Context: an optimization exercise on an open-source flow, tuned for small area, a short achievable clock period and few clock cycles. The choices shown serve that exercise and are no tape-out recipe. At most, simulation tests tie the RTL to the original design; equivalence was not proved. For run 7, only the layout was checked, not whether the RTL still works. Power and IR drop assume default switching activity.

**design/flow/config.mk**
```make
export PLATFORM = sky130hd
export DESIGN_NAME = aoc_solver_top
export DESIGN_NICKNAME = aoc_solver_top
export VERILOG_FILES = /design/flow/design.v
export SDC_FILE = /design/flow/constraint.sdc
export NUM_CORES = 4
export LEC_CHECK = 0
export ABC_AREA = 1
export CAP_MARGIN = 20
export CORE_MARGIN = 2
export CORE_UTILIZATION = 40
export CTS_CLUSTER_DIAMETER = 80
export CTS_CLUSTER_SIZE = 24
export SETUP_SLACK_MARGIN = 2.35
export SLEW_MARGIN = 20
```
**design/flow/flow/run.sh**
```bash
#!/bin/bash
# The standard layout with two changes, both to the design's combinational
# logic in front of the ports, none to its registers:
#  - reg_rdata: flow/rdata_patch.py replaces the shared reg_addr decode that
#    synthesis puts in front of the status bits by a 2-gate cone per bit
#    (see the script);
#  - the port buffers are sky130_fd_sc_hd__buf_4, not the slow
#    clkdlybuf4s50_1 that buffer_ports picks by itself.
# Each step's output goes to a log file of its own in this folder.
set -euo pipefail
bash standard.sh synth > standard_synth.log 2>&1
python3 flow/rdata_patch.py orfs/results/sky130hd/aoc_solver_top/base/1_2_yosys.v > rdata_patch.log 2>&1
bash standard.sh 'BUFFER_PORTS_ARGS=-buffer_cell sky130_fd_sc_hd__buf_4' finish > standard_finish.log 2>&1
```
**design/flow/design.v**
```verilog
module aoc_solver_top (
    input         clear,
    input         clock,
    input  [31:0] reg_wdata,
    input         reg_write_strobe,
    input  [3:0]  reg_addr,
    output [31:0] reg_rdata
);
    reg       in_aw, in_dw, in_start;
    reg [9:0] in_a;
    always @(posedge clock) begin
        in_aw    <= ~clear & reg_write_strobe & (reg_addr == 4'd2);
        in_dw    <= ~clear & reg_write_strobe & (reg_addr == 4'd3);
        in_start <= ~clear & reg_write_strobe & (reg_addr == 4'd0) & reg_wdata[0];
        in_a     <= reg_wdata[9:0];
    end
    reg [4:0] off, ax, pr;
    reg       a_up, a_dn, b_up, b_dn;
    always @(posedge clock)
        if (clear) begin
            off  <= 5'd0;
            ax   <= 5'd0;
            pr   <= 5'd1;
            a_up <= 1'b1;
            a_dn <= 1'b0;
            b_up <= 1'b1;
            b_dn <= 1'b1;
        end else begin
            off  <= off + 5'd1;
            a_up <= off != 5'd30;
            a_dn <= off != 5'd31;
            b_up <= off != 5'd14;
            b_dn <= off != 5'd15;
            if (in_aw) begin
                ax <= in_a[4:0];
                pr <= in_a[9:5] + off + 5'd2;
            end else
                pr <= pr + 5'd1;
        end
    reg  [1023:0] ring;     
    wire [31:0]   outA, outB, rmA, rmB;
    wire          en, enB;
    aoc_row_proc pa (.en(en),
        .up(ring[32*30 +: 32] & {32{a_up}}), .mid(ring[32*31 +: 32]),
        .dn(ring[0 +: 32] & {32{a_dn}}), .out(outA), .rm(rmA));
    aoc_row_proc pb (.en(enB),
        .up(ring[32*14 +: 32] & {32{b_up}}), .mid(ring[32*15 +: 32]),
        .dn(ring[32*16 +: 32] & {32{b_dn}}), .out(outB), .rm(rmB));
    reg         pend_v, pend_d;
    always @(posedge clock) begin
        pend_v <= ~clear & in_dw & pr[0];
        pend_d <= in_a[0];
    end
    wire        wr_d    = in_dw ? in_a[0] : pend_d;
    wire [31:0] col_sel = 32'd1 << ax;
    wire        dw_next = ~clear & reg_write_strobe & (reg_addr == 4'd3);
    wire        pv_next = ~clear & in_dw & pr[0];
    wire [4:0]  pr_next = clear ? 5'd1 : in_aw ? (in_a[9:5] + off + 5'd2) : (pr + 5'd1);
    reg  [15:0] rs;
    always @(posedge clock)
        rs <= ((dw_next | pv_next) & ~pr_next[0]) ? (16'd1 << pr_next[4:1]) : 16'd0;
    genvar p;
    generate
        for (p = 0; p < 32; p = p + 1) begin : g_row
            wire [31:0] prev;
            if (p == 0)       assign prev = outA;
            else if (p == 16) assign prev = outB;
            else              assign prev = ring[32*(p-1) +: 32];
            if (p % 2 == 0) begin : g_wr
                wire        rsel = rs[p / 2];
                wire [31:0] wsel = col_sel & {32{rsel}};
                always @(posedge clock)
                    ring[32*p +: 32] <= (prev & ~wsel) | ({32{wr_d}} & wsel);
            end else begin : g_nowr
                always @(posedge clock)
                    ring[32*p +: 32] <= prev;
            end
        end
    endgenerate
    wire [31:0] cin = ring[32*30 +: 32];
    wire [63:0] rmv = {rmA, rmB};
    reg  [2:0]  part [0:4];
    reg  [7:0]  ro;
    integer i;
    always @(posedge clock) begin
        for (i = 0; i < 4; i = i + 1)
            part[i] <= pop7(cin[7*i +: 7]);
        part[4] <= pop7({3'b000, cin[31:28]});
        for (i = 0; i < 8; i = i + 1)
            ro[i] <= |rmv[8*i +: 8];
    end
    reg [4:0] q0, q1;
    reg [5:0] psum;
    reg       rq2;
    always @(posedge clock) begin
        q0   <= (part[0] + part[1]) + part[2];
        q1   <= part[3] + part[4];
        psum <= q0 + q1;
        rq2  <= |ro;
    end
    reg        solving, fin, done, blk0, cp, bq;
    reg [1:0]  vs;            
    reg [4:0]  bc;
    reg [10:0] bs, b0;
    wire       go     = vs[1] & ~fin;
    wire       bq_now = (bc == 5'd0) ? rq2 : (bq | rq2);
    assign en  = solving;
    assign enB = solving & ~(blk0 & (bc < 5'd14));
    always @(posedge clock)
        if (clear) begin
            solving <= 1'b0;
            fin     <= 1'b0;
            done    <= 1'b0;
            blk0    <= 1'b1;
            cp      <= 1'b0;
            bq      <= 1'b0;
            vs      <= 2'd0;
            bc      <= 5'd0;
            bs      <= 11'd0;
            b0      <= 11'd0;
        end else begin
            vs <= {vs[0], solving & ~fin};
            if (in_start & ~solving & ~fin & ~done)
                solving <= 1'b1;
            cp <= go & blk0 & (bc == 5'd31);
            if (go) begin
                bc <= bc + 5'd1;
                bq <= bq_now;
                bs <= ((bc == 5'd0) ? 11'd0 : bs) + psum;
                if (bc == 5'd31) begin
                    blk0 <= 1'b0;
                    if (~bq_now) begin
                        solving <= 1'b0;
                        fin     <= 1'b1;
                    end
                end
            end
            if (fin & ~done) begin
                done <= 1'b1;
                b0   <= cp ? 11'd0 : (b0 - bs);
            end else if (cp)
                b0 <= bs;
        end
    function [2:0] pop7(input [6:0] b);
        reg c1, s1, c2, s2, c3, s3;
        begin
            {c1, s1} = b[0] + b[1] + b[2];
            {c2, s2} = b[3] + b[4] + b[5];
            {c3, s3} = s1 + s2 + b[6];
            pop7 = {2'b00, s3} + ({1'b0, c1} + c2 + c3) * 2;
        end
    endfunction
    assign reg_rdata = (reg_addr == 4'd1) ? {5'd0, b0, 15'd0, done} : 32'd0;
endmodule
module aoc_row_proc (
    input         en,
    input  [31:0] up,
    input  [31:0] mid,
    input  [31:0] dn,
    output [31:0] out,
    output [31:0] rm
);
    wire [33:0] u  = {1'b0, up, 1'b0};
    wire [33:0] m  = {1'b0, mid, 1'b0};
    wire [33:0] d  = {1'b0, dn, 1'b0};
    wire [33:0] cs = u ^ m ^ d;
    wire [33:0] cc = (u & m) | (u & d) | (m & d);
    genvar x;
    generate
        for (x = 0; x < 32; x = x + 1) begin : g_col
            wire c0 = cc[x], c1 = cc[x+1], c2 = cc[x+2];
            wire s0 = cs[x], s1 = cs[x+1], s2 = cs[x+2];
            wire ge5 = (((c0 & c1) | (c0 & c2) | (c1 & c2)) & (s0 | s1 | s2 | (c0 & c1 & c2)))
                     | ((c0 | c1 | c2) & s0 & s1 & s2);
            assign rm[x] = en & mid[x] & ~ge5;
        end
    endgenerate
    assign out = mid & ~rm;
endmodule
```
**design/flow/flow/rdata_patch.py**
```python
#!/usr/bin/env python3
"""Rewrites the logic in front of reg_rdata in a Yosys netlist of aoc_solver_top.

Every reg_rdata bit that holds state is (reg_addr == 1) & state_bit. Synthesis shares one
decode of reg_addr among them, three gates deep behind the port. This puts a 2-gate cone
in front of each such bit instead:
  z   = nor3(reg_addr[3], reg_addr[2], reg_addr[1])
  out = and3(z, reg_addr[0], state_bit)
and drops the gates left driving nothing. The registers are not touched.
usage: rdata_patch.py NETLIST  (rewritten in place)
"""
import re, sys

path = sys.argv[1]
text = open(path).read()
STATE = {0: 'done'}
STATE.update({16 + i: '\\b0[%d]' % i for i in range(11)})
OUTPINS = {'X', 'Y', 'Q', 'Q_N', 'SUM', 'COUT', 'HI', 'LO'}

head_end = text.index('  sky130_fd_sc_hd__')
head, body = text[:head_end], text[head_end:]
tail_start = body.rindex('endmodule')
body, tail = body[:tail_start], body[tail_start:]
inst_re = re.compile(r'  (sky130_fd_sc_hd__\w+) (\\?\S+)\s+\((.*?)\n  \);\n', re.S)
insts = []
pos = 0
for m in inst_re.finditer(body):
    assert body[pos:m.start()].strip() == '', body[pos:m.start()][:200]
    pins = [(p, n.strip()) for p, n in re.findall(r'\.(\w+)\(([^()]*)\)', m.group(3))]
    insts.append([m.group(1), m.group(2), pins])
    pos = m.end()
rest = body[pos:]
assert rest.strip().startswith('assign') or rest.strip() == '' or True

def esc(n):
    return n + ' ' if n.startswith('\\') else n

def outs(i):
    return [n for p, n in i[2] if p in OUTPINS]

drivers = {}
for i in insts:
    for n in outs(i):
        drivers[n] = i
# the state nets must be flip-flop outputs
for bit, net in STATE.items():
    d = drivers.get(net)
    if d is None or 'df' not in d[0]:
        print('state net %r not a flip-flop output; netlist left as is' % net)
        sys.exit(0)
removed = set()
for bit in STATE:
    d = drivers.get('reg_rdata[%d]' % bit)
    if d is None:
        print('reg_rdata[%d] has no driver; netlist left as is' % bit)
        sys.exit(0)
    removed.add(id(d))
# drop gates that drive nothing (not flip-flops)
ports = set(re.findall(r'(?:output|input)\s+(?:\[\d+:\d+\]\s+)?(\w+)', head))
changed = True
while changed:
    changed = False
    used = set()
    for i in insts:
        if id(i) in removed:
            continue
        for p, n in i[2]:
            if p not in OUTPINS:
                used.add(n)
    used |= set(re.findall(r'assign\s+\S+\s*=\s*(\\?\S+?)\s*;', rest))
    for i in insts:
        if id(i) in removed or 'df' in i[0]:
            continue
        o = outs(i)
        if o and all((n not in used) and not n.startswith('reg_rdata') for n in o):
            removed.add(id(i))
            changed = True
kept = [i for i in insts if id(i) not in removed]
new = []
wires = []
for bit, net in sorted(STATE.items()):
    w = 'rdpatch_n%d' % bit
    wires.append('  wire %s;\n' % w)
    new.append('  sky130_fd_sc_hd__nor3_1 rdpatch_nor%d (\n    .A(reg_addr[3]),\n    .B(reg_addr[2]),\n    .C(reg_addr[1]),\n    .Y(%s)\n  );\n' % (bit, w))
    new.append('  sky130_fd_sc_hd__and3_1 rdpatch_and%d (\n    .A(%s),\n    .B(reg_addr[0]),\n    .C(%s),\n    .X(reg_rdata[%d])\n  );\n' % (bit, w, esc(net), bit))
def fmt(i):
    return '  %s %s (\n%s\n  );\n' % (i[0], esc(i[1]), ',\n'.join('    .%s(%s)' % (p, esc(n)) for p, n in i[2]))
out = head + ''.join(wires) + ''.join(fmt(i) for i in kept) + ''.join(new) + rest + tail
open(path, 'w').write(out)
print('removed %d cells, added %d' % (len(insts) - len(kept), len(new)))
```
**design/flow/constraint.sdc**
```tcl
create_clock -name core_clock -period 5.0 [get_ports {clock}]
set_input_delay 1.0000 -clock core_clock [delete_from_list [all_inputs] [get_ports {clock}]]
set_output_delay 1.0000 -clock core_clock [all_outputs]
set_load 0.01 [all_outputs]
```
**design/flow/standard.sh**
```bash
#!/bin/bash
# synth_recipe.tcl (not shown) runs the flow's synth.tcl, then flattens the netlist and writes it again
# the make line also repeats each setting of config.mk as NAME=value (left out here)
make -C /OpenROAD-flow-scripts/flow DESIGN_CONFIG=/design/flow/config.mk WORK_HOME=/design/flow/orfs CLKGATE_MAP_FILE= SYNTH_SCRIPT=/design/flow/synth_recipe.tcl "${@:-finish}"
```
==> qor.txt, run 1 <==
Worst Skew = 0.0311 ns
Worst R2R End = ring[789]
Slew of the pin with the lowest slew margin = 1.10 ns
Rel. slew slack = 26.7%
Worst Hold Class = reg -> reg
Post-DP Area = 0.0403 mm2
Fin. max-slew vios = 0
Longest Clk Path Bufs = 3
Synth Instances = 4283
Critical Path AT = 1.59 ns
Mapped cell area = 0.0393 mm2
Leakage = 0.0161 uW
Fillers = 9577
Hold Buf Count CTS = 0
Final worst slack = 2.41 ns
Fin crit period = 2.59 ns
Area grow syn2layout = 7.08%
I/O Buffers = 28
Final hold violations = 0
Clock sink count = 1147
Drt total wl = 90200 um
Clock-pin transition on the worst setup and hold timing paths = 0.09 ns
Horiz. Die Dim = 318 um
Setup TNS = 0 ns
Largest net degree at the start of global routing = 149
Number of top-level pins = 71
Fraction of final layout cells with drive strength greater than 1 = 5.77%
Final nets = 4338
WHS Path Cells = 0
Unrepaired setup endpoints after global routing = true
DR vias = 27800
Pwr per Cell Area = 343 mW/mm2
WHS Endpoint = ring[308]
Primary FF master, synth = dfxtp_1
Asr flop ratio synth = 0%
Flop2flop setup slack = 2.50 ns
Post-synth EDFFs = 0
Hold Crit Start = ring[276]
Routability cong. = 0.839
Reg-to-Reg Start = in_dw
Total GRT Usage = 17.6%
DP Wirelength = 57000 um
Worst hold slack = 0.317 ns
Latest clock arrival within the worst-skew pair = 0.67 ns
Die H = 318 um
CP max FO = 13
WL per Instance = 16.5 um
Worst vdd ir = 0.315 mV
# rows = 115
Setup-failing EPs final = 0
CP Launch Type = primary input
DRT iter0 DRCs = 2171
Initial antenna violation count = 0
TritonCTS clock tree = done
Drt first pass iters = 5
Endpoint class of the critical path = output pin
First-pass GRT wire length = 144000 um
DP Cell Count = 5389
Routed Antenna Nets = 0
Max-cap viol count = 0
Pre-CTS setup slack = 2.13 ns
Worst Path Required = 4.00 ns
Area reported by Yosys stat = 0.0393 mm2
Final period utilization = 51.8%
Core region area = 0.0980 mm2
CTS Buf Count = 56
R2R depth = 7
Grt total ovfl = 0
DRC = 0
ANT cells = 0
H-tree depth = 2
Die area = 0.101 mm2
Avg Cell Area, Syn = 9.18 um2
Fmax = 386 MHz
Synthesized flop and latch total = 1147
Drt via density = 5.08
Setup CP Type = in -> out
Cell area after layout = 0.0421 mm2
Root cell of the clock tree = clkbuf_16
Initial Utilization = 40.1%
Unique masters post-synth = 35
Layout Cells excl Fill = 5466
Vias in the first global route = 26300
Outcome = no timing/DRC/antenna violations
Warnings, synthesis = 2
Seq/Total Area, Yosys = 58.4%
worst max-delay path, stage by stage:
cell	delay, ns
buf_6	0.13
nor3_1	0.17
and3_1	0.18
buf_4	0.12
synth_stat cells, drive strengths merged, types with 4 or more instances:
cell    instances  share of area, %
xor2            5              0.11
a21oi         391               5.0
nor4            4             0.064
inv           322               3.1
o21ai         375               4.8
dfxtp        1147                58
nand4          39              0.62
buf           139               2.1
nand3b          8              0.15
fa             90               4.6
nand2         817               7.8
ha             42               1.3
a31oi         285               4.5
clkbuf        136               1.3
nor3           64               1.0
nor2          205               2.1
o211ai         15              0.29
xnor2           5              0.11
nand3         169               2.2
or2            19              0.30
metal layers:
| layer | wire [um] | GRT usage [%] | vias up |
|---|---|---|---|
| met2 | 40100 | 28.6 | 445 |
| met3 | 3240 | 2.03 | 111 |
| met1 | 45000 | 25.0 | 13200 |
| li1 | - | - | 14000 |
| met4 | 1900 | 4.13 | 0 |
| met5 | 0 | 0 | - |
where the power goes:
group	switching, uW	total, uW	internal (uW)
combinational	159	206	46.6
clock	2900	5070	2170
sequential	13.6	9150	9140
total	3070	14400	11400
placed cells by master, fill, tap and decap left out, drive strengths merged, types with 5 or more instances in the layout:
| cell | instances |
|---|---|
| and3 | 12 |
| nand4 | 39 |
| a21oi | 391 |
| nor2 | 193 |
| clkbuf | 61 |
| conb | 20 |
| inv | 315 |
| nand3b | 7 |
| xor2 | 5 |
| nand3 | 169 |
| ha | 42 |
| nor3 | 76 |
| or2 | 19 |
| nand2 | 817 |
| o211ai | 15 |
| o21ai | 375 |
| fa | 90 |
| buf | 81 |
| a31oi | 285 |
| dfxtp | 1147 |
| xnor2 | 5 |
stage by stage:
step	util (%)	power [uW]
final	43.0	14400
after global routing	43.0	14900
after CTS	42.9	14600
after detailed placement	41.2	9570
after global placement	41.2	9570
after floorplan	-	9510
layout make-up:
class / count / area (um2) / area share, %
sequential: 1147 / 23000 / 54.6
multi-input combinational: 2569 / 14100 / 33.4
tap: 1287 / 1610 / 3.82
clock buffer: 61 / 1460 / 3.47
inverter: 312 / 1180 / 2.80
timing repair buffer: 81 / 677 / 1.61
clock inverter: 9 / 135 / 0.321
timing repair:
action / CTS / global route
setup buffers: 4 / 3
pin swaps: 1 / 5
endpoints found under the hold margin: 0 / 0
endpoints found under the setup margin: 14 / 29
gates cloned: 0 / 0
gates resized for setup: 8 / 18
flip-flops by register name, summed over array words and instances (netlist names), 6 cells and up:
register  cells
b0           11
bs           11
in_a         10
part         15
psum          6
ring       1024
ro            8
rs           16
worst max path at each step:
stage | startpoint | to | slack, ns
finish | reg_addr[3] | reg_rdata[16] | 2.41
detailed placement | clear | rs[15] | 2.13
CTS | ax[3] | ring[20] | 2.36
floorplan | reg_addr[3] | reg_rdata[0] | 2.66
global placement | clear | rs[10] | 2.11
global route | bc[0] | bs[10] | 2.31
kinds of logic (layout without fill, tap and decap cells):
group,count (synthesis),count (layout),share of synthesized area [%]
xor gates and xnor gates,10,10,0.223
other,1,20,0.00954
DFF,1147,1147,58.4
AOI/OAI and AO/OA,1070,1070,14.7
adders and majority gates,132,132,5.92
buffers and inverters,597,463,6.49
and+or+nand+nor,1326,1337,14.2
Testbench counts, summed over its fixed seeds: cycles 150,400.
==> inputs of run 2 (changes only) <==
--- a/design/flow/config.mk
+++ b/design/flow/config.mk
@@ -11,5 +11,5 @@
 export CORE_UTILIZATION = 40
 export CTS_CLUSTER_DIAMETER = 80
 export CTS_CLUSTER_SIZE = 24
-export SETUP_SLACK_MARGIN = 2.35
+export SETUP_SLACK_MARGIN = 2.25
 export SLEW_MARGIN = 20
==> qor.txt, run 2 <==
Outcome = no timing/DRC/antenna violations
DR vias = 27800
Most common cell in the netlist = dfxtp_1
Initial Utilization = 40.1%
Avg Cell Area, Syn = 9.18 um2
Synth top cells by count = dfxtp_1, nand2_1, a21oi_1
Worst Path Required = 4.00 ns
Reg power frac = 63.4%
Seq/Total Area, Yosys = 58.4%
Mapped cell area = 0.0393 mm2
Final hold violations = 0
Synthesized flop and latch total = 1147
Synth Instances = 4283
Int Pwr = 11400 uW
Drt total wl = 90200 um
Area reported by Yosys stat = 0.0393 mm2
Max-cap viol count = 0
Largest regs = ring x1024, rs x16, part x15
Grt total ovfl = 0
# rows = 115
DRT iter0 DRCs = 2190
Unique masters post-synth = 35
Sw Pwr = 3070 uW
TritonCTS clock tree = done
Routed Antenna Nets = 0
Most frequent cells in the layout = dfxtp_1, nand2_1, a21oi_1, inv_1, a31oi_1
Total GRT Usage = 17.6%
Asr flop ratio synth = 0%
Worst path most repeated cell = buf_4
DP Wirelength = 57000 um
Latest clock arrival within the worst-skew pair = 0.67 ns
Fmax = 381 MHz
Largest area contributor in the netlist = dfxtp_1
Warnings, synthesis = 2
Fraction of final layout cells with drive strength greater than 1 = 5.53%
Pwr per Cell Area = 343 mW/mm2
Leakage = 0.0161 uW
Critical Path AT = 1.62 ns
Hold Buf Count CTS = 0
Final period utilization = 52.5%
Core region area = 0.0980 mm2
Endpoint class of the critical path = output pin
Fin crit period = 2.62 ns
Crit-path cells = buf_4, nor3_1, and3_1, buf_4
Yosys top cell area share = 58.4%
ANT cells = 0
Fillers = 9588
Largest net degree at the start of global routing = 149
Drt via density = 5.08
Final nets = 4335
I/O Buffers = 28
Comb pwr share = 1.4%
Synth area leaders = dfxtp_1, nand2_1, a21oi_1
Worst hold slack = 0.318 ns
Clock-pin transition on the worst setup and hold timing paths = 0.09 ns
CTS Buf Count = 56
Die area = 0.101 mm2
Flip-flop count of the largest register after layout = 1024
Number of top-level pins = 71
Longest Clk Path Bufs = 3
Worst Skew = 0.0318 ns
Unrepaired setup endpoints after global routing = true
Clock share of power = 35.1%
Routability cong. = 0.839
Clock sink count = 1147
FF+latch area = 0.0230 mm2
Root cell of the clock tree = clkbuf_16
Horiz. Die Dim = 318 um
CP peak stage delay = 0.17 ns
Setup-failing EPs final = 0
Initial antenna violation count = 0
Drt first pass iters = 5
Worst vdd ir = 0.314 mV
First-pass GRT wire length = 144000 um
Reg with most FFs = ring
Setup CP Type = in -> out
Slowest stage cell, crit path = nor3_1
WL per Instance = 16.5 um
Setup TNS = 0 ns
Overall power = 14400 uW
H-tree depth = 2
Fin. max-slew vios = 0
Slew of the pin with the lowest slew margin = 1.09 ns
Leading cell type in the layout, fill and taps excluded = dfxtp_1
Vias in the first global route = 26300
Rel. slew slack = 27.3%
Primary FF master, synth = dfxtp_1
DRC = 0
Die H = 318 um
Sw Ratio = 21.3%
Post-synth EDFFs = 0
Multi-input combinational cell area = 0.0140 mm2
Worst Hold Class = reg -> reg
CP max FO = 13
Area grow syn2layout = 6.91%
CP Launch Type = primary input
==> run 2: cell counts after synthesis <==
Identical to the previous run, type by type.
==> run 2: power by group through the flow <==
| stage | sequential (uW) | clock (uW) | combinational (uW) |
|---|---|---|---|
| after detailed placement | 9370 | 0 | 202 |
| after CTS | 9150 | 5210 | 203 |
| after global placement | 9370 | 0 | 202 |
| after global routing | 9160 | 5510 | 225 |
| final | 9150 | 5070 | 203 |
| after floorplan | 9360 | 0 | 150 |
==> run 2: metal layers <==
metal  up-vias  GRT usage [%]  routed length [um]
met5         -              0                   0
met4         0           4.14                1770
met3       104           2.06                3590
met2       456           28.6               40400
met1     13300           25.0               44500
li1      13900              -                   -
==> run 2: timing repair <==
item / 4_1_cts / 5_1_grt
gates resized for setup: 3 / 10
cloned: 0 / 0
endpoints found under the hold margin: 0 / 0
setup endpoints to repair: 4 / 18
pin swaps: 0 / 2
setup buffers: 0 / 4
==> run 2: stage by stage <==
stage | cell area (um2) | instances | setup WS [ns] | util, %
CTS | 41900 | 5459 | 2.27 | 42.8
global placement | 40300 | 5389 | 2.11 | 41.2
global route | 42000 | 5463 | 2.21 | 42.9
finish | 42000 | 5463 | 2.38 | 42.9
detailed placement | 40300 | 5389 | 2.13 | 41.2
floorplan | 39400 | 4302 | 2.66 | -
==> run 2: cells by family after synthesis <==
logic type / synth area share, %
simple gates: 14.2
flops: 58.4
compound gates: 14.7
buf+inv: 6.49
fa+ha+maj: 5.92
xor+xnor: 0.223
other cells: 0.00954
==> run 2: cell type report <==
type | count | area share, %
sequential | 1147 | 54.7
clock buffer | 61 | 3.48
inverter | 312 | 2.80
multi-input combinational | 2569 | 33.4
timing repair buffer | 78 | 1.52
tap | 1287 | 3.83
clock inverter | 9 | 0.321
==> run 2: critical path, delay by kind of cell <==
| kind | cells | cell delay, ns |
|---|---|---|
| and+or+nand+nor | 2 | 0.34 |
| buffers and inverters | 2 | 0.28 |
==> run 2: final timing paths <==
| path | cells after the start | slack, ns | end | start |
|---|---|---|---|---|
| max | 4 | 2.38 | reg_rdata[22] | reg_addr[3] |
| min | 0 | 0.32 | ring[308] | ring[276] |
| max reg2reg | 5 | 2.43 | ring[926] | ax[3] |
| min reg2reg | 0 | 0.32 | ring[308] | ring[276] |
==> inputs of run 3 (changes only) <==
--- a/design/flow/config.mk
+++ b/design/flow/config.mk
@@ -11,5 +11,5 @@
 export CORE_UTILIZATION = 40
 export CTS_CLUSTER_DIAMETER = 80
 export CTS_CLUSTER_SIZE = 24
-export SETUP_SLACK_MARGIN = 2.25
+export SETUP_SLACK_MARGIN = 2.3
 export SLEW_MARGIN = 20
==> qor.txt, run 3 <==
ANT cells = 0
Initial antenna violation count = 0
Slew of the pin with the lowest slew margin = 1.11 ns
Routed Antenna Nets = 0
Rel. slew slack = 26.1%
CP peak stage delay = 0.18 ns
Crit-path cells = buf_4, nor3_1, and3_1, buf_4
Worst Path Required = 4.00 ns
Sw Pwr = 3080 uW
Comb pwr share = 1.4%
Pwr per Cell Area = 343 mW/mm2
DR vias = 27800
Latest clock arrival within the worst-skew pair = 0.67 ns
Area reported by Yosys stat = 0.0393 mm2
Drt total wl = 90200 um
Synth Area in Compound Gates = 14.7%
Synth area leaders = dfxtp_1, nand2_1, a21oi_1
Sw Ratio = 21.3%
Simple-Gate Fraction of Synth Area = 14.2%
Largest net degree at the start of global routing = 149
Warnings, synthesis = 2
Yosys top cell area share = 58.4%
Max-cap viol count = 0
Routability cong. = 0.839
Clock share of power = 35.2%
DP Wirelength = 57000 um
Crit path launch = reg_addr[3]
Drt first pass iters = 6
Die area = 0.101 mm2
Number of top-level pins = 71
Setup-failing EPs final = 0
Horiz. Die Dim = 318 um
Most frequent cells in the layout = dfxtp_1, nand2_1, a21oi_1, inv_1, a31oi_1
Reg with most FFs = ring
Area grow syn2layout = 6.98%
Synthesized flop and latch total = 1147
Fraction of final layout cells with drive strength greater than 1 = 5.67%
Final nets = 4336
Unrepaired setup endpoints after global routing = false
Setup TNS = 0 ns
Largest regs = ring x1024, rs x16, part x15
CP bufs+invs = 2
Final hold violations = 0
Flip-flop count of the largest register after layout = 1024
Unique masters post-synth = 35
Slowest stage cell, crit path = and3_1
Synth Instances = 4283
Grt total ovfl = 0
Longest Clk Path Bufs = 3
XOR/XNOR share of the synthesized area = 0.223%
Hold Crit Start = ring[276]
Clock sink count = 1147
Multiplexer share of the synthesized area = 0%
Die H = 318 um
Final period utilization = 52.6%
CP max FO = 13
Post-synthesis adder-cell area fraction = 5.92%
Total GRT Usage = 17.6%
Asr flop ratio synth = 0%
WL per Instance = 16.5 um
Fin. max-slew vios = 0
Critical Path AT = 1.63 ns
Int Pwr = 11400 uW
Primary FF master, synth = dfxtp_1
CP Launch Type = primary input
I/O Buffers = 28
Overall power = 14400 uW
Hold Buf Count CTS = 0
TritonCTS clock tree = done
Post-synth EDFFs = 0
# rows = 115
CTS Buf Count = 56
Root cell of the clock tree = clkbuf_16
Reg power frac = 63.4%
Largest area contributor in the netlist = dfxtp_1
Fmax = 380 MHz
DRC = 0
Leakage = 0.0161 uW
Synth top cells by count = dfxtp_1, nand2_1, a21oi_1
H-tree depth = 2
Worst Hold Class = reg -> reg
Drt via density = 5.09
CP top delay family = simple AND/OR/NAND/NOR gates
Initial Utilization = 40.1%
Clock-pin transition on the worst setup and hold timing paths = 0.09 ns
Reg-to-Reg Start = ax[4]
First-pass GRT wire length = 144000 um
Worst vdd ir = 0.314 mV
Worst path most repeated cell = buf_4
Vias in the first global route = 26300
Main combinational cell family by area after synthesis = compound AO/OA/AOI/OAI gates
Leading cell type in the layout, fill and taps excluded = dfxtp_1
Mapped cell area = 0.0393 mm2
Most common cell in the netlist = dfxtp_1
Endpoint class of the critical path = output pin
Outcome = no timing/DRC/antenna violations
Fin crit period = 2.63 ns
Core region area = 0.0980 mm2
Avg Cell Area, Syn = 9.18 um2
Seq/Total Area, Yosys = 58.4%
DRT iter0 DRCs = 2226
Worst Skew = 0.0301 ns
Setup CP Type = in -> out
## run 3: cell counts after synthesis
No cell type changed its count.
## run 3: repair_timing
| item | 4_1_cts | 5_1_grt |
|---|---|---|
| pin swaps | 0 | 2 |
| setup buffers | 0 | 5 |
| gates cloned | 0 | 0 |
| endpoints found under the setup margin | 5 | 42 |
| gates resized for setup | 4 | 15 |
## run 3: worst paths after layout
check | end | slack, ns | depth (start not counted)
setup reg to reg | ring[22] | 2.49 | 6
hold reg to reg | ring[308] | 0.32 | 0
setup / recovery | reg_rdata[16] | 2.37 | 4
hold / removal | ring[308] | 0.32 | 0
## run 3: stage by stage
step | instances | instance area [um2] | util (%) | setup WS [ns] | hold WS (ns)
after floorplan | 4302 | 39400 | - | 2.66 | 0.310
after global placement | 5389 | 40300 | 41.2 | 2.11 | 0.310
after detailed placement | 5389 | 40300 | 41.2 | 2.13 | 0.312
after CTS | 5459 | 42000 | 42.8 | 2.29 | 0.324
after global routing | 5464 | 42100 | 42.9 | 2.30 | 0.319
final | 5464 | 42100 | 42.9 | 2.37 | 0.318
## run 3: logic make-up (layout without fill, tap and decap cells)
group | after synthesis | count (layout)
flip-flops | 1147 | 1147
buffers and inverters | 597 | 461
adder cells (fa/ha/maj) | 132 | 132
other | 1 | 20
AND/OR/NAND/NOR | 1326 | 1337
XOR/XNOR | 10 | 10
AO/OA/AOI/OAI | 1070 | 1070
## run 3: final cells by class
type | count | area, um2
fill | 9586 | 55900
multi-input combinational | 2569 | 14000
timing repair buffer | 79 | 647
sequential | 1147 | 23000
clock buffer | 61 | 1460
inverter | 312 | 1180
tap | 1287 | 1610
clock inverter | 9 | 135
## run 3: power groups by stage
stage	Combinational (uW)	Clock, uW	Sequential (uW)
floorplan	150	0	9360
finish	204	5080	9150
global route	226	5510	9160
global placement	202	0	9370
CTS	203	5210	9150
detailed placement	202	0	9370
## run 3: layer usage
layer  part of all wire, %  global-route usage, %  vias to the layer above  wire [um]
li1                      -                      -                    14000          -
met1                    49                   25.0                    13300      44600
met2                    45                   28.6                      464      40300
met3                   3.9                   2.06                      106       3480
met4                   2.0                   4.14                        0       1830
met5                     0                      0                        -          0
==> inputs of run 4 (changes only) <==
--- a/design/flow/config.mk
+++ b/design/flow/config.mk
@@ -11,5 +11,5 @@
 export CORE_UTILIZATION = 40
 export CTS_CLUSTER_DIAMETER = 80
 export CTS_CLUSTER_SIZE = 24
-export SETUP_SLACK_MARGIN = 2.3
+export SETUP_SLACK_MARGIN = 2.45
 export SLEW_MARGIN = 20
==> qor.txt, run 4 <==
Outcome = no timing/DRC/antenna violations
FF+latch area = 0.0230 mm2
Core region area = 0.0980 mm2
Cell area after layout = 0.0424 mm2
Clock sink count = 1147
Synth Instances = 4283
Primary FF master, synth = dfxtp_1
Fin. max-slew vios = 0
Rel. slew slack = 25.8%
Pwr per Cell Area = 341 mW/mm2
Initial antenna violation count = 0
Multi-input combinational cell area = 0.0142 mm2
Synth top cells by count = dfxtp_1, nand2_1, a21oi_1
Fin crit period = 2.60 ns
Mapped cell area = 0.0393 mm2
Largest area contributor in the netlist = dfxtp_1
Largest net degree at the start of global routing = 149
Unique masters post-synth = 35
ANT cells = 0
First-pass GRT wire length = 144000 um
Fillers = 9548
Post-synth EDFFs = 0
WHS Path Cells = 0
Setup TNS = 0 ns
Die H = 318 um
H-tree depth = 2
Routed Antenna Nets = 0
Setup-failing EPs final = 0
Asr flop ratio synth = 0%
Drt total wl = 91000 um
Initial Utilization = 40.1%
DR vias = 27900
I/O Buffers = 28
Total GRT Usage = 17.6%
Number of top-level pins = 71
Die area = 0.101 mm2
Slew of the pin with the lowest slew margin = 1.11 ns
Synth area leaders = dfxtp_1, nand2_1, a21oi_1
Leakage = 0.0162 uW
Most frequent cells in the layout = dfxtp_1, nand2_1, a21oi_1, inv_1, a31oi_1
Drt first pass iters = 7
Warnings, synthesis = 2
Routability cong. = 0.839
CTS Buf Count = 56
Fraction of final layout cells with drive strength greater than 1 = 6.40%
DP Wirelength = 57000 um
Grt total ovfl = 0
Avg Cell Area, Syn = 9.18 um2
WL per Instance = 16.6 um
Final hold violations = 0
Endpoint class of the critical path = output pin
TritonCTS clock tree = done
CP Launch Type = primary input
Drt via density = 5.09
# rows = 115
Vias in the first global route = 26400
CP max FO = 7
Worst Skew = 0.0303 ns
Worst Path Required = 4.00 ns
Fmax = 385 MHz
DRT iter0 DRCs = 2225
Reg with most FFs = ring
Latest clock arrival within the worst-skew pair = 0.67 ns
R2R depth = 6
Largest regs = ring x1024, rs x16, part x15
Flip-flop count of the largest register after layout = 1024
Longest Clk Path Bufs = 3
Worst Hold Class = reg -> reg
Leading cell type in the layout, fill and taps excluded = dfxtp_1
Hold Buf Count CTS = 0
Critical Path AT = 1.60 ns
Yosys top cell area share = 58.4%
Clock-pin transition on the worst setup and hold timing paths = 0.09 ns
Area reported by Yosys stat = 0.0393 mm2
Seq/Total Area, Yosys = 58.4%
DRC = 0
Area grow syn2layout = 7.92%
Root cell of the clock tree = clkbuf_16
Setup CP Type = in -> out
Worst vdd ir = 0.314 mV
Flop2flop setup slack = 2.50 ns
Most common cell in the netlist = dfxtp_1
Unrepaired setup endpoints after global routing = true
Post-DP Area = 0.0403 mm2
Synthesized flop and latch total = 1147
Max-cap viol count = 0
Final nets = 4348
Horiz. Die Dim = 318 um
Final period utilization = 52.0%
==> run 4: changes by cell type in the layout (fill, tap and decap cells not counted), sizes merged <==
cell	delta
clkbuf	+2
buf	+10
==> run 4: through the flow <==
stage	power, uW	setup WS (ns)	util, %	std cells	hold slack [ns]
final	14500	2.40	43.3	5476	0.319
after global routing	14900	2.37	43.3	5476	0.319
after CTS	14600	2.41	43.0	5464	0.324
after detailed placement	9570	2.13	41.2	5389	0.312
after global placement	9570	2.11	41.2	5389	0.310
after floorplan	9510	2.66	-	4302	0.310
==> run 4: power breakdown <==
group / leakage, uW / total (uW) / switching (uW) / internal (uW)
Clock: 0.000778 / 5080 / 2910 / 2170
Combinational: 0.00621 / 224 / 166 / 57.6
Sequential: 0.00925 / 9150 / 13.5 / 9140
==> run 4: logic make-up (layout without fill, tap and decap cells) <==
kind of cell / Yosys count / count (layout) / share of synthesized area (%)
compound gates: 1070 / 1070 / 14.7
xor+xnor: 10 / 10 / 0.223
fa+ha+maj: 132 / 132 / 5.92
buf+inv: 597 / 473 / 6.49
flops: 1147 / 1147 / 58.4
other cells: 1 / 20 / 0.00954
simple gates: 1326 / 1337 / 14.2
==> run 4: worst max-delay path: stages <==
cell and delay [ns]:
buf_16 0.13, nor3_2 0.15, and3_1 0.18, buf_4 0.13
==> run 4: path summary, 6_finish.rpt <==
kind | startpoint | to
worst max-delay path | reg_addr[3] | reg_rdata[18]
worst min-delay path | ring[276] | ring[308]
worst max register to register | ax[4] | ring[926]
worst min register to register | ring[276] | ring[308]
==> run 4: repair_timing <==
| item | CTS | global route |
|---|---|---|
| pin swaps | 6 | 12 |
| setup buffers | 5 | 10 |
| cloned | 0 | 2 |
| resized for setup | 38 | 37 |
| setup endpoints to repair | 57 | 104 |
==> run 4: routing by layer <==
metal  global-route usage [%]  wire [um]  up-vias
met5                        0          0        -
met4                     4.16       1800        0
met3                     2.04       3240      106
met2                     28.7      40700      451
met1                     25.0      45300    13400
li1                         -          -    14000
==> run 4: cell type report <==
cell class,instances,share of cell area (%)
Sequential cell,1147,54.2
Multi-Input combinational cell,2569,33.4
Tap cell,1287,3.79
Clock buffer,61,3.45
Inverter,312,2.79
Timing Repair Buffer,91,2.08
Clock inverter,9,0.318
==> inputs of run 5 (changes only) <==
--- a/design/flow/config.mk
+++ b/design/flow/config.mk
@@ -9,7 +9,7 @@
 export CAP_MARGIN = 20
 export CORE_MARGIN = 2
 export CORE_UTILIZATION = 40
-export CTS_CLUSTER_DIAMETER = 80
-export CTS_CLUSTER_SIZE = 24
+export CTS_CLUSTER_DIAMETER = 90
+export CTS_CLUSTER_SIZE = 30
 export SETUP_SLACK_MARGIN = 2.45
 export SLEW_MARGIN = 20
==> qor.txt, run 5 <==
Mapped cell area = 0.0393 mm2
Asr flop ratio synth = 0%
CP max FO = 7
CP top delay family = simple AND/OR/NAND/NOR gates
Largest net degree at the start of global routing = 149
Largest regs = ring x1024, rs x16, part x15
Rel. slew slack = 28.3%
Yosys top cell area share = 58.4%
Final period utilization = 53.5%
CP peak stage delay = 0.23 ns
Initial antenna violation count = 0
TritonCTS clock tree = done
Drt via density = 5.10
Hold Buf Count CTS = 0
CP Launch Type = primary input
Latest clock arrival within the worst-skew pair = 0.65 ns
I/O Buffers = 28
Slew of the pin with the lowest slew margin = 1.07 ns
Setup CP Type = in -> out
# rows = 115
Crit-path cells = buf_16, nor3_2, and3_1, buf_6
Synth Instances = 4283
DP Wirelength = 57000 um
Most common cell in the netlist = dfxtp_1
Fmax = 374 MHz
Slowest stage cell, crit path = and3_1
Max-cap viol count = 0
Overall power = 13900 uW
Cell area after layout = 0.0422 mm2
Avg Cell Area, Syn = 9.18 um2
Area reported by Yosys stat = 0.0393 mm2
Number of top-level pins = 71
DRT iter0 DRCs = 2074
Area grow syn2layout = 7.34%
Worst Path Required = 4.00 ns
Post-synth EDFFs = 0
Reg with most FFs = ring
Clock sink count = 1147
Finished Core Util = 43.1%
Routed Antenna Nets = 0
Primary FF master, synth = dfxtp_1
Leading cell type in the layout, fill and taps excluded = dfxtp_1
Drt first pass iters = 5
CTS Buf Count = 45
Worst hold slack = 0.328 ns
Endpoint class of the critical path = output pin
DRC = 0
Total GRT Usage = 17.6%
Die H = 318 um
Setup TNS = 0 ns
WL per Instance = 16.6 um
Root cell of the clock tree = clkbuf_16
Pwr per Cell Area = 329 mW/mm2
Fin crit period = 2.67 ns
Vias in the first global route = 26300
Grt total ovfl = 0
Final nets = 4341
Warnings, synthesis = 2
Worst Hold Class = reg -> reg
Clock-pin transition on the worst setup and hold timing paths = 0.11 ns
Longest Clk Path Bufs = 3
Drt total wl = 90800 um
Initial Utilization = 40.1%
Setup-failing EPs final = 0
Synth top cells by count = dfxtp_1, nand2_1, a21oi_1
H-tree depth = 2
Flop2flop setup slack = 2.52 ns
Unique masters post-synth = 35
Outcome = no timing/DRC/antenna violations
ANT cells = 0
Critical Path AT = 1.67 ns
Post-DP Area = 0.0403 mm2
Synth area leaders = dfxtp_1, nand2_1, a21oi_1
Largest area contributor in the netlist = dfxtp_1
Worst Skew = 0.0237 ns
CP bufs+invs = 2
Synthesized flop and latch total = 1147
Unrepaired setup endpoints after global routing = true
Die area = 0.101 mm2
Core region area = 0.0980 mm2
First-pass GRT wire length = 144000 um
Worst vdd ir = 0.308 mV
Flip-flop count of the largest register after layout = 1024
Horiz. Die Dim = 318 um
Seq/Total Area, Yosys = 58.4%
Fin. max-slew vios = 0
Most frequent cells in the layout = dfxtp_1, nand2_1, a21oi_1, inv_1, a31oi_1
Final hold violations = 0
Routability cong. = 0.839
Leakage = 0.0161 uW
DR vias = 27900
Fraction of final layout cells with drive strength greater than 1 = 6.13%
[run 5: cell counts after synthesis]
No cell type changed its count.
[run 5: kinds of logic after synthesis]
family | share of synthesized area, %
AO/OA/AOI/OAI | 14.7
XOR/XNOR | 0.223
adder cells (fa/ha/maj) | 5.92
buffers and inverters | 6.49
flip-flops | 58.4
other | 0.00954
AND/OR/NAND/NOR | 14.2
[run 5: stage by stage]
step                cells  worst slack [ns]
floorplan            4302              2.66
global placement     5389              2.11
detailed placement   5389              2.13
CTS                  5451              2.42
global route         5465              2.30
finish               5465              2.33
[run 5: routing by layer]
layer  vias to the layer above  GRT usage (%)  routed length (um)
met5                         -              0                   0
met4                         0           3.85                1580
met3                        96           1.98                3310
met2                       465           28.6               40800
met1                     13400           25.1               45100
li1                      13900              -                   -
[run 5: report_power, final]
group          switching [uW]  internal (uW)
Sequential               13.4           9140
Combinational             166           58.9
Clock                    2760           1760
Total                    2940          11000
[run 5: worst paths after layout]
check | start | end | depth (start not counted)
setup reg to reg | ax[4] | ring[926] | 6
hold / removal | ring[336] | ring[368] | 0
hold reg to reg | ring[336] | ring[368] | 0
setup / recovery | reg_addr[1] | reg_rdata[18] | 4
[run 5: what timing repair did]
| action | in CTS | in global routing |
|---|---|---|
| gates resized for setup | 40 | 31 |
| pin swaps | 8 | 17 |
| gates cloned | 2 | 1 |
| buffers inserted | 5 | 13 |
| endpoints found under the setup margin | 59 | 99 |
[run 5: final cells by class]
class                   instances  area (um2)
flip-flops and latches       1147       23000
fillers                      9557       55800
clock buffers                  50        1210
well taps                    1287        1610
clock inverters                 5        72.6
repair buffers                 95         991
multi-input cells            2569       14200
inverters                     312        1190
==> inputs of run 6 (changes only) <==
--- a/design/flow/flow/rdata_patch.py
+++ b/design/flow/flow/rdata_patch.py
@@ -30,7 +30,6 @@
     insts.append([m.group(1), m.group(2), pins])
     pos = m.end()
 rest = body[pos:]
-assert rest.strip().startswith('assign') or rest.strip() == '' or True
 
 def esc(n):
     return n + ' ' if n.startswith('\\') else n
--- a/design/flow/config.mk
+++ b/design/flow/config.mk
@@ -9,7 +9,7 @@
 export CAP_MARGIN = 20
 export CORE_MARGIN = 2
 export CORE_UTILIZATION = 40
-export CTS_CLUSTER_DIAMETER = 90
-export CTS_CLUSTER_SIZE = 30
-export SETUP_SLACK_MARGIN = 2.45
+export CTS_CLUSTER_DIAMETER = 80
+export CTS_CLUSTER_SIZE = 24
+export SETUP_SLACK_MARGIN = 2.35
 export SLEW_MARGIN = 20
==> qor.txt, run 6 <==
CTS Buf Count = 56
Max-cap viol count = 0
# rows = 115
Most common cell in the netlist = dfxtp_1
Leakage = 0.0161 uW
CP peak stage delay = 0.18 ns
Root cell of the clock tree = clkbuf_16
Most frequent cells in the layout = dfxtp_1, nand2_1, a21oi_1, inv_1, a31oi_1
Seq/Total Area, Yosys = 58.4%
WL per Instance = 16.5 um
Area grow syn2layout = 7.08%
Grt total ovfl = 0
Setup TNS = 0 ns
Critical path depth = 4
Largest net degree at the start of global routing = 149
DR vias = 27800
Fmax = 386 MHz
Avg Cell Area, Syn = 9.18 um2
Fin. max-slew vios = 0
Setup CP Type = in -> out
Layout Cells excl Fill = 5466
Drt total wl = 90200 um
H-tree depth = 2
Synthesized flop and latch total = 1147
Clock sink count = 1147
Reg with most FFs = ring
Largest regs = ring x1024, rs x16, part x15
DP Cell Count = 5389
Routed Antenna Nets = 0
Pwr per Cell Area = 343 mW/mm2
Final hold violations = 0
Yosys top cell area share = 58.4%
Routability cong. = 0.839
Initial antenna violation count = 0
I/O Buffers = 28
Post-DP Area = 0.0403 mm2
Synth Instances = 4283
Worst Skew = 0.0311 ns
Fin crit period = 2.59 ns
Post-synth EDFFs = 0
Final period utilization = 51.8%
Initial Utilization = 40.1%
Crit-path cells = buf_6, nor3_1, and3_1, buf_4
Longest Clk Path Bufs = 3
Cell area after layout = 0.0421 mm2
Drt first pass iters = 5
Unique masters post-synth = 35
Synth top cells by count = dfxtp_1, nand2_1, a21oi_1
Warnings, synthesis = 2
TritonCTS clock tree = done
Endpoint class of the critical path = output pin
Vias in the first global route = 26300
DP Wirelength = 57000 um
R2R depth = 7
First-pass GRT wire length = 144000 um
Worst Path Required = 4.00 ns
Flip-flop count of the largest register after layout = 1024
Final nets = 4338
Drt via density = 5.08
Core region area = 0.0980 mm2
DRT iter0 DRCs = 2171
Outcome = no timing/DRC/antenna violations
CP Launch Type = primary input
Overall power = 14400 uW
Rel. slew slack = 26.7%
Leading cell type in the layout, fill and taps excluded = dfxtp_1
ANT cells = 0
Slew of the pin with the lowest slew margin = 1.10 ns
Area reported by Yosys stat = 0.0393 mm2
WHS Path Cells = 0
CP max FO = 13
Asr flop ratio synth = 0%
Slowest stage cell, crit path = and3_1
CP top delay family = simple AND/OR/NAND/NOR gates
CP bufs+invs = 2
Worst vdd ir = 0.315 mV
Critical Path AT = 1.59 ns
Unrepaired setup endpoints after global routing = true
Synth area leaders = dfxtp_1, nand2_1, a21oi_1
DRC = 0
Clock-pin transition on the worst setup and hold timing paths = 0.09 ns
Die H = 318 um
Largest area contributor in the netlist = dfxtp_1
Mapped cell area = 0.0393 mm2
Setup-failing EPs final = 0
Hold Buf Count CTS = 0
Horiz. Die Dim = 318 um
Latest clock arrival within the worst-skew pair = 0.67 ns
Total GRT Usage = 17.6%
Primary FF master, synth = dfxtp_1
Die area = 0.101 mm2
Number of top-level pins = 71
Fraction of final layout cells with drive strength greater than 1 = 5.77%
Worst Hold Class = reg -> reg
-- run 6: changes by cell type in the layout (fill, tap and decap cells not counted), sizes merged --
cell / previous run / this run
buf: 94 / 81
clkbuf: 51 / 61
bufinv: 0 / 1
clkinv: 3 / 4
clkinvlp: 0 / 1
inv: 314 / 315
-- run 6: report_power, final --
| group | internal (uW) | switching (uW) |
|---|---|---|
| registers | 9140 | 13.6 |
| clock network | 2170 | 2900 |
| logic | 46.6 | 159 |
-- run 6: repair_timing --
item                                   4_1_cts  5_1_grt
gates resized for setup                      8       18
pin swaps                                    1        5
endpoints found under the hold margin        0        0
setup endpoints to repair                   14       29
buffers inserted                             4        3
-- run 6: through the flow --
| stage | hold WS [ns] | utilization (%) | setup WS [ns] |
|---|---|---|---|
| after global placement | 0.310 | 41.2 | 2.11 |
| final | 0.317 | 43.0 | 2.41 |
| after CTS | 0.324 | 42.9 | 2.36 |
| after detailed placement | 0.312 | 41.2 | 2.13 |
| after global routing | 0.319 | 43.0 | 2.31 |
| after floorplan | 0.310 | - | 2.66 |
-- run 6: cell type report --
type	instances	area, um2
repair buffers	81	677
fillers	9577	55900
well taps	1287	1610
flip-flops and latches	1147	23000
inverters	312	1180
multi-input cells	2569	14100
clock inverters	9	135
clock buffers	61	1460
-- run 6: layer usage --
layer / part of all wire, % / vias to the layer above / routed length [um] / GRT usage, %
li1: - / 14000 / - / -
met1: 50 / 13200 / 45000 / 25.0
met2: 44 / 445 / 40100 / 28.6
met3: 3.6 / 111 / 3240 / 2.03
met4: 2.1 / 0 / 1900 / 4.13
met5: 0 / - / 0 / 0
-- run 6: worst paths after layout --
path               start       endpoint  slack (ns)
max          reg_addr[3]  reg_rdata[16]        2.41
min            ring[276]      ring[308]        0.32
max reg2reg        in_dw      ring[789]        2.50
min reg2reg    ring[276]      ring[308]        0.32
-- run 6: worst reg2reg max path, stage by stage, from the launching register on --
cell and delay [ns]:
dfxtp_1 0.40, inv_1 0.06, nand2_1 0.07, nand2_2 0.05, buf_4 0.20, inv_8 0.69
buf_4 0.69, o21ai_0 0.23
-- run 6: cell families (layout without fill, tap and decap cells) --
family | Yosys count | count (layout) | share of synthesized area [%]
AO/OA/AOI/OAI | 1070 | 1070 | 14.7
adder cells (fa/ha/maj) | 132 | 132 | 5.92
AND/OR/NAND/NOR | 1326 | 1337 | 14.2
flip-flops | 1147 | 1147 | 58.4
XOR/XNOR | 10 | 10 | 0.223
buffers and inverters | 597 | 463 | 6.49
other | 1 | 20 | 0.00954
==> inputs of run 7 (changes only) <==
--- a/design/flow/design.v
+++ b/design/flow/design.v
@@ -98,12 +98,11 @@
         psum <= q0 + q1;
         rq2  <= |ro;
     end
-    reg        solving, fin, done, blk0, cp, bq;
+    reg        solving, fin, done, blk0;
     reg [1:0]  vs;            
-    reg [4:0]  bc;
+    reg [4:0]  bc, qc;
     reg [10:0] bs, b0;
-    wire       go     = vs[1] & ~fin;
-    wire       bq_now = (bc == 5'd0) ? rq2 : (bq | rq2);
+    wire       go = vs[1] & ~fin;
     assign en  = solving;
     assign enB = solving & ~(blk0 & (bc < 5'd14));
     always @(posedge clock)
@@ -112,24 +111,29 @@
             fin     <= 1'b0;
             done    <= 1'b0;
             blk0    <= 1'b1;
-            cp      <= 1'b0;
-            bq      <= 1'b0;
             vs      <= 2'd0;
             bc      <= 5'd0;
+            qc      <= 5'd0;
             bs      <= 11'd0;
             b0      <= 11'd0;
         end else begin
             vs <= {vs[0], solving & ~fin};
             if (in_start & ~solving & ~fin & ~done)
                 solving <= 1'b1;
-            cp <= go & blk0 & (bc == 5'd31);
             if (go) begin
-                bc <= bc + 5'd1;
-                bq <= bq_now;
-                bs <= ((bc == 5'd0) ? 11'd0 : bs) + psum;
-                if (bc == 5'd31) begin
-                    blk0 <= 1'b0;
-                    if (~bq_now) begin
+                if (blk0) begin
+                    bc <= bc + 5'd1;
+                    b0 <= b0 + psum;
+                    if (bc == 5'd31)
+                        blk0 <= 1'b0;
+                end
+                if (rq2) begin
+                    qc <= 5'd0;
+                    bs <= 11'd0;
+                end else begin
+                    qc <= qc + 5'd1;
+                    bs <= bs + psum;
+                    if (qc == 5'd31) begin
                         solving <= 1'b0;
                         fin     <= 1'b1;
                     end
@@ -137,9 +141,8 @@
             end
             if (fin & ~done) begin
                 done <= 1'b1;
-                b0   <= cp ? 11'd0 : (b0 - bs);
-            end else if (cp)
-                b0 <= bs;
+                b0   <= b0 - bs;
+            end
         end
     function [2:0] pop7(input [6:0] b);
         reg c1, s1, c2, s2, c3, s3;
--- a/design/flow/flow/rdata_patch.py
+++ b/design/flow/flow/rdata_patch.py
@@ -30,6 +30,7 @@
     insts.append([m.group(1), m.group(2), pins])
     pos = m.end()
 rest = body[pos:]
+assert rest.strip().startswith('assign') or rest.strip() == '' or True
 
 def esc(n):
     return n + ' ' if n.startswith('\\') else n
--- a/design/flow/config.mk
+++ b/design/flow/config.mk
@@ -11,5 +11,5 @@
 export CORE_UTILIZATION = 40
 export CTS_CLUSTER_DIAMETER = 80
 export CTS_CLUSTER_SIZE = 24
-export SETUP_SLACK_MARGIN = 2.35
+export SETUP_SLACK_MARGIN = 2.45
 export SLEW_MARGIN = 20
==> qor.txt, run 7 <==
Endpoint class of the critical path = output pin
Worst vdd ir = 0.277 mV
Warnings, synthesis = 2
Routability cong. = 0.852
H-tree depth = 2
DR vias = 27800
DP Wirelength = 56200 um
Setup-failing EPs final = 0
R2R depth = 6
Area grow syn2layout = 7.95%
Leading cell type in the layout, fill and taps excluded = dfxtp_1
Unrepaired setup endpoints after global routing = true
Fin. max-slew vios = 0
Flop2flop setup slack = 2.58 ns
Worst R2R End = ring[983]
DRC = 0
Outcome = no timing/DRC/antenna violations
Horiz. Die Dim = 318 um
Fmax = 382 MHz
Pwr per Cell Area = 336 mW/mm2
Crit-path cells = buf_16, nor3_2, and3_1, buf_6
Grt total ovfl = 0
Core region area = 0.0981 mm2
WHS Path Cells = 0
Worst Hold Class = reg -> reg
Die area = 0.101 mm2
CP Launch Type = primary input
CP max FO = 6
Initial antenna violation count = 0
Routed Antenna Nets = 0
Reg with most FFs = ring
Slowest stage cell, crit path = and3_1
Clock-pin transition on the worst setup and hold timing paths = 0.09 ns
Flip-flop count of the largest register after layout = 1024
Number of top-level pins = 71
Longest Clk Path Bufs = 3
Critical Path AT = 1.62 ns
Pre-CTS setup slack = 2.02 ns
Max-cap viol count = 0
Final hold violations = 0
Drt via density = 5.10
Worst Skew = 0.0293 ns
Drt first pass iters = 5
Fin crit period = 2.62 ns
Leakage = 0.0162 uW
Vias in the first global route = 26300
# rows = 115
Worst Path Required = 4.00 ns
Setup CP Type = in -> out
Final worst slack = 2.38 ns
I/O Buffers = 28
Synth Instances = 4258
Hold Buf Count CTS = 0
Die H = 318 um
Fraction of final layout cells with drive strength greater than 1 = 6.68%
Final period utilization = 52.3%
Drt total wl = 87300 um
DRT iter0 DRCs = 1946
Most frequent cells in the layout = dfxtp_1, nand2_1, a21oi_1, inv_1, o21ai_0
CP peak stage delay = 0.20 ns
Latest clock arrival within the worst-skew pair = 0.66 ns
Slew of the pin with the lowest slew margin = 1.09 ns
Avg Cell Area, Syn = 9.28 um2
Hold Crit Start = ring[841]
Initial Utilization = 40.3%
Mapped cell area = 0.0395 mm2
Setup TNS = 0 ns
WL per Instance = 16.0 um
Root cell of the clock tree = clkbuf_16
First-pass GRT wire length = 141000 um
WHS Endpoint = ring[873]
Largest net degree at the start of global routing = 127
TritonCTS clock tree = done
Clock sink count = 1150
Largest regs = ring x1024, rs x16, part x15
Rel. slew slack = 27.5%
Total GRT Usage = 16.8%
CTS Buf Count = 55
Reg-to-Reg Start = in_dw
Final nets = 4327
run 7: layout make-up:
type                            instances  area (um2)
Timing Repair Buffer                   93         982
Inverter                              304        1170
Tap cell                             1287        1610
Clock inverter                          7         105
Multi-Input combinational cell       2550       14300
Sequential cell                      1150       23100
Antenna cell                            1        2.50
Clock buffer                           58        1410
Fill cell                            9509       55500
run 7: report_power, final:
group	internal [uW]	switching [uW]
registers	9160	18.5
logic	70.7	169
clock network	2090	2840
run 7: layer usage:
metal | global-route usage, % | part of all wire, %
met1 | 24.0 | 49
met2 | 27.2 | 45
met3 | 1.88 | 3.7
met4 | 3.97 | 2.0
met5 | 0 | 0
run 7: worst max path at each step:
stage / startpoint / end / slack (ns) / depth (start not counted)
2_1_floorplan: reg_addr[3] / reg_rdata[0] / 2.66 / 2
3_3_place_gp: a_dn / ro[5] / 1.98 / 9
3_5_place_dp: b_dn / ro[0] / 2.02 / 11
4_1_cts: ax[4] / ring[24] / 2.17 / 6
5_1_grt: reg_addr[3] / reg_rdata[24] / 2.36 / 4
6_report: reg_addr[1] / reg_rdata[22] / 2.38 / 4
run 7: worst max-delay path: cells and delay by family:
kind	cells	cell delay, ns
buf+inv	2	0.23
simple gates	2	0.38
run 7: stage by stage:
stage | total power, uW | instance area (um2) | util, % | hold slack (ns) | std cells
floorplan | 9550 | 39600 | - | 0.310 | 4277
global placement | 9610 | 40400 | 41.2 | 0.310 | 5355
detailed placement | 9610 | 40400 | 41.2 | 0.312 | 5355
CTS | 14500 | 42200 | 43.0 | 0.321 | 5429
global route | 14800 | 42600 | 43.5 | 0.332 | 5449
finish | 14300 | 42600 | 43.5 | 0.315 | 5450
run 7: what timing repair did:
item / in CTS / in global routing
cloned: 2 / 2
pin swaps: 11 / 19
resized for setup: 40 / 45
endpoints found under the hold margin: 0 / 0
setup buffers: 7 / 16
endpoints found under the setup margin: 149 / 277

re-timing with driven ports:
The results above use ideal ports. As a check the final layouts listed here were re-extracted and re-timed, cells and wires unchanged.
Step 1 sets driving cells, clkbuf_16 on the clock port and buf_2 on the other inputs (assumed; they add their load-dependent delay and slew).
Step 2 adds t to the input delays and takes it off the output delays; t is the mean of the earliest and latest rising clock arrival at the registers after step 1. Input paths then give back, and output paths get back, about the clock's delay inside the block.
Slacks: ideal ports / drivers / drivers and shift; pairs: ideal ports / drivers.
run	t (ns)	setup slack, ns	worst register clock-pin slew, ns	pins driven straight from the clock port
run 1	0.717	2.410 / 2.377 / 2.166	0.10 / 0.10	1
run 2	0.717	2.375 / 2.350 / 2.170	0.10 / 0.10	1
run 3	0.720	2.368 / 2.342 / 2.140	0.10 / 0.10	1
run 4	0.719	2.402 / 2.306 / 2.156	0.10 / 0.10	1
run 5	0.701	2.326 / 2.227 / 2.152	0.12 / 0.12	1
run 6	0.717	2.410 / 2.377 / 2.166	0.10 / 0.10	1
run 7	0.710	2.383 / 2.287 / 2.287	0.10 / 0.10	1
After both steps every run listed still meets setup and hold. For run 4, which loses most, drivers alone change the setup slack by -0.096 ns; drivers and shift together by -0.246 ns.
